Background: an optimization exercise with open tools, aiming at small area, a short achievable clock period and few clock cycles per item. Do not read the settings as production practice. RTL that was checked went through simulation tests only; none was proved equivalent to the original.

## prng
module prng (
	input clk,     
	input rst,   
	input [31:0] seed,
	input start,
	input cont,
	output reg done,
	output [31:0] rand_num
);
For scale: about 370 cells after synthesis, ~36 flip-flops.
clock: 9.0 ns
lec_check: 0
cap_margin: 20
core_margin: 2
core_utilization: 40
slew_margin: 70
standard.sh (not shown) runs the stock make flow with config.mk's settings and CLKGATE_MAP_FILE= SYNTH_SCRIPT=/design/flow/synth_recipe.tcl, a recipe that flattens the netlist after the stock synthesis.
==> flow/flow/run.sh <==
#!/bin/bash
# The standard layout, with the port buffers made of plain buffers
# (sky130_fd_sc_hd__buf_2) instead of the cell buffer_ports picks by itself.
set -euo pipefail
export BUFFER_PORTS_ARGS="-buffer_cell sky130_fd_sc_hd__buf_2"
export SETUP_SLACK_MARGIN=6.0
bash standard.sh > standard.log 2>&1
The first run went through all stages and came out clean.
==> next run, changes <==
==> flow/run.sh (new file) <==
#!/bin/bash
# synth_recipe.tcl (not shown) runs the flow's synth.tcl, then flattens the netlist and writes it again
# the make line also repeats each setting of config.mk as NAME=value (left out here)
make -C /OpenROAD-flow-scripts/flow DESIGN_CONFIG=/design/flow/config.mk WORK_HOME=/design/flow/orfs CLKGATE_MAP_FILE= SYNTH_SCRIPT=/design/flow/synth_recipe.tcl finish
ABC_AREA = 1   (was default)
SLEW_MARGIN = 20   (was 70)
removed: flow/flow/run.sh
removed: flow/standard.sh
Outcome: Register-to-register slack loses 0.87 ns; area after synthesis came out higher by about 20%; clock-buffer cell count came out lower by 3; first-iteration DRC count came out higher by 7.2%; worst setup slack loses 0.87 ns; critical path depth came out higher by 5; design area came out higher by 18%; core utilization came out lower by 0.66 points.
==> next run, changes <==
ABC_AREA = default   (was 1)
SLEW_MARGIN = 70   (was 20)
=> Worst hold slack gains 0.0093 ns. Design area shrinks by 13%. Worst setup slack gets better by 0.62 ns. Utilization went up by 2.1 points. Synthesized area goes down by 16%. Wire length falls by 23%.
==> next run, changes <==
ABC_AREA = 1   (was default)
After rerunning:
- design area rose by roughly a tenth
- synthesized cell count grows by well over a third
- sequential share of layout area fell by 2.3 points
==> next run, changes <==
ABC_AREA = default   (was 1)
SLEW_MARGIN = 85   (was 70)
Outcome:
- setup slack loses 4.0 ns
- via count falls by about a fifth
- cell area rises by a few percent
- synthesized area falls by about a fifth
No functional check of the RTL was part of any run of this note.

Another version of the RTL of prng (not shown whole).
For scale: roughly 3100 sq um of cells after synthesis.
export LEC_CHECK = 0
export CAP_MARGIN = 20
export CORE_MARGIN = 2
export CORE_UTILIZATION = 40
export SLEW_MARGIN = 70
create_clock -name core_clock -period 9.0 [get_ports {clk}]
==> flow/flow/run.sh <==
#!/bin/bash
# The standard layout, with the port buffers made of plain buffers
# (sky130_fd_sc_hd__buf_1) instead of the cell buffer_ports picks by itself.
set -euo pipefail
export BUFFER_PORTS_ARGS="-buffer_cell sky130_fd_sc_hd__buf_1"

bash standard.sh > standard.log 2>&1
Next try:
Settings changed: CTS_BUF_LIST from default to sky130_fd_sc_hd__clkbuf_16, CTS_CLUSTER_DIAMETER from default to 200, CTS_CLUSTER_SIZE from default to 50.
Effect: Design area increases by 1.6%; first-iteration DRC count goes up by 16%; critical path depth is unchanged.
Function was not checked in any run of this note: the RTL went through the layout flow alone.

Another version of the RTL of prng (not shown whole).
Size in the first run: about 69 I/O pins, about 3700 um^2 of cells after synthesis.
export LEC_CHECK = 0
export ABC_AREA = 1
export CAP_MARGIN = 20
export CORE_MARGIN = 2
export CORE_UTILIZATION = 40
export SLEW_MARGIN = 20
create_clock -name core_clock -period 9.0 [get_ports {clk}]
run.sh (not shown) runs the stock make flow with config.mk's settings and CLKGATE_MAP_FILE= SYNTH_SCRIPT=/design/flow/synth_recipe.tcl, a recipe that flattens the netlist after the stock synthesis.
Stock flow here: none of the scripts above is used.
The first run ran to the end with no violations.
Next try:
Settings changed: ABC_AREA 1 to not set.
Result:
- The new run went through all stages and came out clean
- worst setup slack improved by 0.011 ns
- worst hold slack gains 0.013 ns
- synthesized cell count decreases by 41%
- sequential cell count is unchanged
- via count falls by about 27%
- clock skew came out lower by 0.0074 ns
Next try:
==> flow/flow/run.sh (new file) <==
#!/bin/bash
# The standard layout, with the port buffers made of plain buffers
# (sky130_fd_sc_hd__buf_2) instead of the cell buffer_ports picks by itself.
set -euo pipefail
export BUFFER_PORTS_ARGS="-buffer_cell sky130_fd_sc_hd__buf_2"
export SETUP_SLACK_MARGIN=6.4
bash standard.sh > standard.log 2>&1
==> flow/standard.sh (new file) <==
#!/bin/bash
# synth_recipe.tcl (not shown) runs the flow's synth.tcl, then flattens the netlist and writes it again
# the make line also repeats each setting of config.mk as NAME=value (left out here)
make -C /OpenROAD-flow-scripts/flow DESIGN_CONFIG=/design/flow/config.mk WORK_HOME=/design/flow/orfs CLKGATE_MAP_FILE= SYNTH_SCRIPT=/design/flow/synth_recipe.tcl "${@:-finish}"
Settings changed: SLEW_MARGIN 20 to 70.
removed: flow/run.sh
Result: The changed run finished clean. Non-clock buffer count came out higher by 46. Worst setup slack improved by 0.29 ns. First-iteration DRC count came out lower by 2.7%. Utilization came out higher by 8.8 points. Global-route usage came out higher by 2.1 points. Via count came out higher by 9.8%. Critical path depth came out higher by 1. Wire length came out higher by 16%. Synthesized area stays the same.
No run of this note included a check of the RTL's function; only the layout flow was run.

The RTL this note starts from:
==> flow/design.v <==
`timescale 1ns / 1ps
module prng (
	input clk,     
	input rst,   
	input [31:0] seed,
	input start,
	input cont,
	output reg done,
	output [31:0] rand_num
);
localparam B  = 4;                 
localparam NB = (31 + B - 1) / B;  
reg [30:0] acc;    
reg  [2:0] cnt;    
reg  [3:0] nen;    
wire busy = !nen[0];
assign rand_num = {1'b0, acc};
wire [30:0] nen_bits = {{7{nen[3]}}, {8{nen[2]}}, {8{nen[1]}}, {8{nen[0]}}};
wire [30:0] b = ~({acc[2:0], acc[30:3]} | nen_bits);
wire [30:0] g = acc & b;    
wire [30:0] p = acc ^ b;    
localparam LB = (B > 8) ? 4 : (B > 4) ? 3 : (B > 2) ? 2 : (B > 1) ? 1 : 0;   
wire [30:0] lg [0:LB];
wire [30:0] lp [0:LB];
wire [30:0] gl = lg[LB];
wire [30:0] pl = lp[LB];
assign lg[0] = g;
assign lp[0] = p;
wire [NB-1:0] bg, bp;
wire [30:0] c;
genvar i, j, k;
generate
	for (k = 0; k < LB; k = k + 1) begin : local_level
		for (i = 0; i < 31; i = i + 1) begin : local_bit
			localparam LO = i - i % B;
			localparam OFF = i % B;
			localparam J = LO + (OFF & ~((2 << k) - 1)) + (1 << k) - 1;
			if ((OFF >> k) & 1) begin : merge
				assign lg[k+1][i] = lg[k][i] | lp[k][i] & lg[k][J];
				assign lp[k+1][i] = lp[k][i] & lp[k][J];
			end else begin : pass
				assign lg[k+1][i] = lg[k][i];
				assign lp[k+1][i] = lp[k][i];
			end
		end
	end
	for (j = 0; j < NB; j = j + 1) begin : block_gp
		localparam TOP = (j * B + B - 1 > 30) ? 30 : j * B + B - 1;
		assign bg[j] = gl[TOP];
		assign bp[j] = pl[TOP];
	end
endgenerate
localparam L = (NB > 16) ? 5 : (NB > 8) ? 4 : (NB > 4) ? 3 : (NB > 2) ? 2 : 1;   
wire [NB-1:0] cg [0:L];
wire [NB-1:0] cp [0:L];
assign cg[0] = bg;
assign cp[0] = bp;
generate
	for (k = 0; k < L; k = k + 1) begin : ring_level
		for (j = 0; j < NB; j = j + 1) begin : ring_block
			localparam J2 = (j + NB - (1 << k) % NB) % NB;
			assign cg[k+1][j] = cg[k][j] | cp[k][j] & cg[k][J2];
			assign cp[k+1][j] = cp[k][j] & cp[k][J2];
		end
	end
	for (i = 0; i < 31; i = i + 1) begin : carry
		localparam BI = i / B;
		localparam BPREV = (BI + NB - 1) % NB;
		if (i % B == 0) begin : first
			assign c[i] = cg[L][BPREV];
		end else begin : next
			assign c[i] = gl[i-1] | pl[i-1] & cg[L][BPREV];
		end
	end
endgenerate
wire [3:0]  keep = ~nen | {4{done}};
wire [30:0] keep_bits = {{7{keep[3]}}, {8{keep[2]}}, {8{keep[1]}}, {8{keep[0]}}};
wire [30:0] x = (p & keep_bits) | ({seed[15:0], seed[30:16]} & ~keep_bits);
always @(posedge clk)
	acc <= x ^ c;
always @(posedge clk) begin
	if (rst) begin
		nen  <= 4'hf;
		done <= 1'b0;
		cnt  <= 3'd0;
	end else if (busy) begin
		cnt <= cnt + 3'd1;
		if (cnt == 3'd4)        nen[0] <= 1'b1;
		if (cnt[2])             nen[1] <= 1'b1;
		if (cnt[2] && !cnt[1])  nen[2] <= 1'b1;
		if (cnt[2] && !cnt[0])  nen[3] <= 1'b1;
		if (cnt == 3'd4)        done  <= 1'b1;
	end else if (done) begin
		if (!start) done <= 1'b0;
	end else if (start) begin
		nen <= 4'd0;
		cnt <= 3'd0;
	end
end
endmodule
Settings: LEC_CHECK=0, CAP_MARGIN=20, CORE_MARGIN=2, CORE_UTILIZATION=40, SLEW_MARGIN=50; clock period 9.0 ns.
standard.sh (not shown) runs the stock make flow with config.mk's settings and CLKGATE_MAP_FILE= SYNTH_SCRIPT=/design/flow/synth_recipe.tcl, a recipe that flattens the netlist after the stock synthesis.
==> flow/flow/run.sh <==
#!/bin/bash
# The standard layout (standard.sh) with these changes:
#  - synthesis: ABC maps the logic with flow/abc.script instead of ORFS's
#    abc_speed.script; everything else, registers included, is as in the
#    standard flow;
#  - the port buffers are plain buffers (sky130_fd_sc_hd__buf_1) instead of
#    the cell buffer_ports picks by itself;
#  - timing repair aims for 6.3 ns of setup slack.
set -euo pipefail
cp -r "$FLOW_HOME/scripts" scripts
cp flow/abc.script scripts/abc_speed.script
export SCRIPTS_DIR="$PWD/scripts"
export BUFFER_PORTS_ARGS="-buffer_cell sky130_fd_sc_hd__buf_1"
export SETUP_SLACK_MARGIN=6.3
bash standard.sh > standard.log 2>&1
==> flow/flow/abc.script <==
&get -n
&st
&syn2
&dch
&nf -R 20
&put
buffer -c
topo
stime -c
upsize -c
dnsize -c
The first run finished clean.
Testbench counts at the start, summed over its fixed seeds: cycles 18,432, items 2,048.
Rerun with:
==> flow/flow/abc.script (replaced) <==
strash
dch
amap
topo
stime -c
buffer -c
upsize -c
dnsize -c
--- a/flow/config.mk
+++ b/flow/config.mk
@@ -9,3 +9,3 @@
 export CORE_MARGIN = 2
 export CORE_UTILIZATION = 40
-export SLEW_MARGIN = 50
+export SLEW_MARGIN = 70
Setup slack gains 0.011 ns.
Routed wire length rises by roughly a tenth.
Non-clock buffer count rises by 14.
Area after synthesis is about the same.
Via count rises by about a fifth.
Final cell count rises by roughly a tenth.
Rerun with:
==> flow/flow/run.sh (replaced) <==
#!/bin/bash
# The standard layout (standard.sh) with these changes:
#  - synthesis: ABC's technology mapping (&nf) may relax delay for area
#    (-R 20); everything else, registers included, is as in the standard flow;
#  - the port buffers are plain buffers (sky130_fd_sc_hd__buf_1) instead of
#    the cell buffer_ports picks by itself;
#  - timing repair aims for 6.3 ns of setup slack.
set -euo pipefail
cp -r "$FLOW_HOME/scripts" scripts
sed -i 's/^&nf$/\&nf -R 20/' scripts/abc_speed.script
export SCRIPTS_DIR="$PWD/scripts"
export BUFFER_PORTS_ARGS="-buffer_cell sky130_fd_sc_hd__buf_1"
export SETUP_SLACK_MARGIN=6.3
bash standard.sh > standard.log 2>&1
removed: flow/flow/abc.script
Result:
- sequential share of layout area came out lower by 0.79 points
- wire length came out higher by 1.4%
- count of clock-buffer cells in the layout came out lower by 3
- synthesized cell count came out lower by 10%
Rerun with:
==> flow/flow/run.sh (replaced) <==
#!/bin/bash
# The standard layout (standard.sh) with these changes:
#  - synthesis: ABC maps the logic with flow/abc.script instead of ORFS's
#    abc_speed.script; everything else, registers included, is as in the
#    standard flow;
#  - the port buffers are plain buffers (sky130_fd_sc_hd__buf_1) instead of
#    the cell buffer_ports picks by itself;
#  - timing repair aims for 0 ns of setup slack.
set -euo pipefail
cp -r "$FLOW_HOME/scripts" scripts
cp flow/abc.script scripts/abc_speed.script
export SCRIPTS_DIR="$PWD/scripts"
export BUFFER_PORTS_ARGS="-buffer_cell sky130_fd_sc_hd__buf_1"
export SETUP_SLACK_MARGIN=0
bash standard.sh > standard.log 2>&1
==> flow/flow/abc.script (new file) <==
&get -n
&st
&syn2
&dch
&nf -R 20
&put
buffer -c
topo
stime -c
upsize -c
dnsize -c
The changed run passed the timing, design-rule and antenna checks; die area falls by 2.2%; count of clock-buffer cells in the layout rises by 3; via count falls by 7.7%.
Rerun with:
--- a/flow/flow/run.sh
+++ b/flow/flow/run.sh
@@ -6,5 +6,5 @@
 #  - the port buffers are plain buffers (sky130_fd_sc_hd__buf_1) instead of
 #    the cell buffer_ports picks by itself;
-#  - timing repair aims for 0 ns of setup slack.
+#  - timing repair aims for 6.25 ns of setup slack.
 set -euo pipefail
 cp -r "$FLOW_HOME/scripts" scripts
@@ -12,4 +12,4 @@
 export SCRIPTS_DIR="$PWD/scripts"
 export BUFFER_PORTS_ARGS="-buffer_cell sky130_fd_sc_hd__buf_1"
-export SETUP_SLACK_MARGIN=0
+export SETUP_SLACK_MARGIN=6.25
 bash standard.sh > standard.log 2>&1
First-iteration DRC count fell by roughly a tenth.
Non-clock buffer count is unchanged.
Area after synthesis does not change.
Setup slack improves by 0.071 ns.
Core utilization rose by 0.13 points.
Rerun with:
--- a/flow/flow/run.sh
+++ b/flow/flow/run.sh
@@ -6,5 +6,5 @@
 #  - the port buffers are plain buffers (sky130_fd_sc_hd__buf_1) instead of
 #    the cell buffer_ports picks by itself;
-#  - timing repair aims for 6.25 ns of setup slack.
+#  - timing repair aims for 6.3 ns of setup slack.
 set -euo pipefail
 cp -r "$FLOW_HOME/scripts" scripts
@@ -12,4 +12,4 @@
 export SCRIPTS_DIR="$PWD/scripts"
 export BUFFER_PORTS_ARGS="-buffer_cell sky130_fd_sc_hd__buf_1"
-export SETUP_SLACK_MARGIN=6.25
+export SETUP_SLACK_MARGIN=6.3
 bash standard.sh > standard.log 2>&1
--- a/flow/config.mk
+++ b/flow/config.mk
@@ -9,3 +9,3 @@
 export CORE_MARGIN = 2
 export CORE_UTILIZATION = 40
-export SLEW_MARGIN = 70
+export SLEW_MARGIN = 85
After rerunning:
- global-route usage rises by 1.8 points
- final cell count rose by a little under a tenth
- first-iteration DRC count rises by well over a third
- core utilization went up by 10 points
- cell area goes up by about a fifth

Setup of red:
RTL: the design.v shown in full above, as it stands there.
==> flow/config.mk <==
export PLATFORM = sky130hd
export DESIGN_NAME = prng
export DESIGN_NICKNAME = prng
export VERILOG_FILES = /design/flow/design.v
export SDC_FILE = /design/flow/constraint.sdc
export NUM_CORES = 8
export LEC_CHECK = 0
export CAP_MARGIN = 20
export CORE_MARGIN = 2
export CORE_UTILIZATION = 40
export SLEW_MARGIN = 50
==> flow/constraint.sdc <==
create_clock -name core_clock -period 9.0 [get_ports {clk}]
set_input_delay 1.8000 -clock core_clock [delete_from_list [all_inputs] [get_ports {clk}]]
set_output_delay 1.8000 -clock core_clock [all_outputs]
set_load 0.01 [all_outputs]
==> flow/flow/run.sh <==
#!/bin/bash
# The standard layout (standard.sh) with these changes:
#  - synthesis: ABC maps the logic with flow/abc.script instead of ORFS's
#    abc_speed.script; everything else, registers included, is as in the
#    standard flow;
#  - the port buffers are plain buffers (sky130_fd_sc_hd__buf_1) instead of
#    the cell buffer_ports picks by itself;
#  - timing repair aims for 6.35 ns of setup slack.
set -euo pipefail
cp -r "$FLOW_HOME/scripts" scripts
cp flow/abc.script scripts/abc_speed.script
export SCRIPTS_DIR="$PWD/scripts"
export BUFFER_PORTS_ARGS="-buffer_cell sky130_fd_sc_hd__buf_1"
export SETUP_SLACK_MARGIN=6.35
bash standard.sh > standard.log 2>&1
==> flow/flow/abc.script <==
&get -n
&st
&syn2
&dch
&nf -R 20
&put
buffer -c
topo
stime -c
upsize -c
dnsize -c
Both conditions hold for red: the flow ran to the end and the final layout passed the timing, design-rule and antenna checks.
Testbench counts of red, summed over its fixed seeds: cycles 18,432, items 2,048.
Modified inputs, blue compared to red
Settings: changing CAP_MARGIN from 20 to 50.
-- flow/flow/run.sh --
<<< red, line 8
#  - timing repair aims for 6.35 ns of setup slack.
>>> blue, line 8
#  - timing repair aims for 6.3 ns of setup slack.
<<< red, line 14
export SETUP_SLACK_MARGIN=6.35
>>> blue, line 14
export SETUP_SLACK_MARGIN=6.3
### Flow results
Compared with red, blue shows cell area that has gone down by a few percent.
Changes observed in blue relative to red: hold slack has remained practically unchanged, final critical delay including setup and external delays has increased, multi-input logic portion of the cell area has increased.
blue has less setup slack than red.
blue ended up with a lower synthesis-to-layout area growth than red did.
red → blue: reg-to-reg setup timing slack flat; routed wire length down 32 um.
Input-level comparison between green and blue:
Settings: CAP_MARGIN: 50 -> 20; SLEW_MARGIN: 50 -> 70.
-- flow/flow/run.sh --
<<< blue, line 8
#  - timing repair aims for 6.3 ns of setup slack.
>>> green, line 8
#  - timing repair aims for 6.35 ns of setup slack.
<<< blue, line 14
export SETUP_SLACK_MARGIN=6.3
>>> green, line 14
export SETUP_SLACK_MARGIN=6.35
[summary]
The number of standard cells in the layout, taps in and fillers out of green and that of blue are within noise of each other. Re area taken by multi-input logic gates: blue was lower than green. green vs. blue: detailed-route wire length has decreased; global-route usage has remained practically unchanged; non-clock buffer count has increased; final worst slack has increased. Measured against each other, blue and green differ in fraction of met1 tracks used by global routing, the lower figure coming from green. For critical path depth, blue and green come out practically identical. First element of the critical path = acc[15]: green; first element of the critical path = done: blue. Measured against each other, blue and green differ in area of all placed cells without fillers, the lower figure coming from blue.
#### Input delta (orange over green)
Settings: SLEW_MARGIN now 40, was 70.
-- flow/flow/run.sh --
<<< green, line 8
#  - timing repair aims for 6.35 ns of setup slack.
>>> orange, line 8
#  - timing repair aims for 6.3 ns of setup slack.
<<< green, line 14
export SETUP_SLACK_MARGIN=6.35
>>> orange, line 14
export SETUP_SLACK_MARGIN=6.3
Results
The clock input transition at the sequential cells of the worst setup and hold paths on orange is in line with that on green.
Going from green to orange, total vias in the final route grows by about 0.32%.
The final cell count was comparable across orange and green.
Clock buffer and inverter area fraction after layout (lower): orange
Slowest library cell on the worst path = sky130_fd_sc_hd__dfxtp_1: green; slowest library cell on the worst path = sky130_fd_sc_hd__dfxtp_4: orange

re-timing with driven ports:
In the flow no input, the clock included, has a driving cell. The finished layouts below were timed again as built, in two steps. Step 1 (the two cells are an assumption about what drives the block):
set clk [get_ports {clk}]
set_driving_cell -lib_cell sky130_fd_sc_hd__clkbuf_16 $clk
set_driving_cell -lib_cell sky130_fd_sc_hd__buf_2 [delete_from_list [all_inputs] $clk]
Step 2 times the ports against the registers' clock, not the clock port: input delays grow and output delays shrink by t, the midpoint of the rising clock arrivals with the driver on. a / b / c = no drivers / after step 1 / after step 2; a / b = the first two.
run	t, ns	setup WS [ns]	hold WS [ns]
the first run of note 1	0.318	6.081 / 6.081 / 6.081	0.488 / 0.488 / 0.488
the second run of note 1	0.328	5.209 / 5.209 / 5.209	0.488 / 0.488 / 0.488
the third run of note 1	0.315	5.833 / 5.833 / 5.833	0.497 / 0.497 / 0.497
the fourth run of note 1	0.318	5.756 / 5.756 / 5.756	0.486 / 0.486 / 0.486
the fifth run of note 1	0.318	1.711 / 1.711 / 1.711	0.502 / 0.502 / 0.502
the first run of note 2	0.323	6.305 / 6.276 / 6.092	0.506 / 0.506 / 0.506
the second run of note 2	0.325	6.324 / 6.287 / 6.085	0.502 / 0.502 / 0.502
the first run of note 3	0.322	5.896 / 5.864 / 5.980	0.494 / 0.494 / 0.494
the second run of note 3	0.311	5.907 / 5.879 / 5.889	0.507 / 0.507 / 0.507
the third run of note 3	0.324	6.196 / 6.162 / 6.209	0.516 / 0.516 / 0.516
the first run of note 4	0.323	6.336 / 6.305 / 6.355	0.536 / 0.536 / 0.536
the second run of note 4	0.322	6.346 / 6.316 / 6.402	0.522 / 0.522 / 0.522
the third run of note 4	0.327	6.349 / 6.317 / 6.219	0.507 / 0.507 / 0.507
the fourth run of note 4	0.325	6.214 / 6.184 / 6.344	0.525 / 0.525 / 0.525
the fifth run of note 4	0.324	6.285 / 6.255 / 6.351	0.525 / 0.525 / 0.525
the sixth run of note 4	0.324	6.331 / 6.303 / 6.312	0.535 / 0.535 / 0.535
red	0.322	6.375 / 6.344 / 6.360	0.536 / 0.536 / 0.536
blue	0.323	6.336 / 6.305 / 6.355	0.536 / 0.536 / 0.536
green	0.325	6.380 / 6.350 / 6.350	0.525 / 0.525 / 0.525
orange	0.322	6.341 / 6.312 / 6.347	0.543 / 0.543 / 0.543
After both steps setup and hold are still met in every run listed. For the second run of note 2, which loses most, drivers alone change the setup slack by -0.037 ns; drivers and shift together by -0.239 ns.
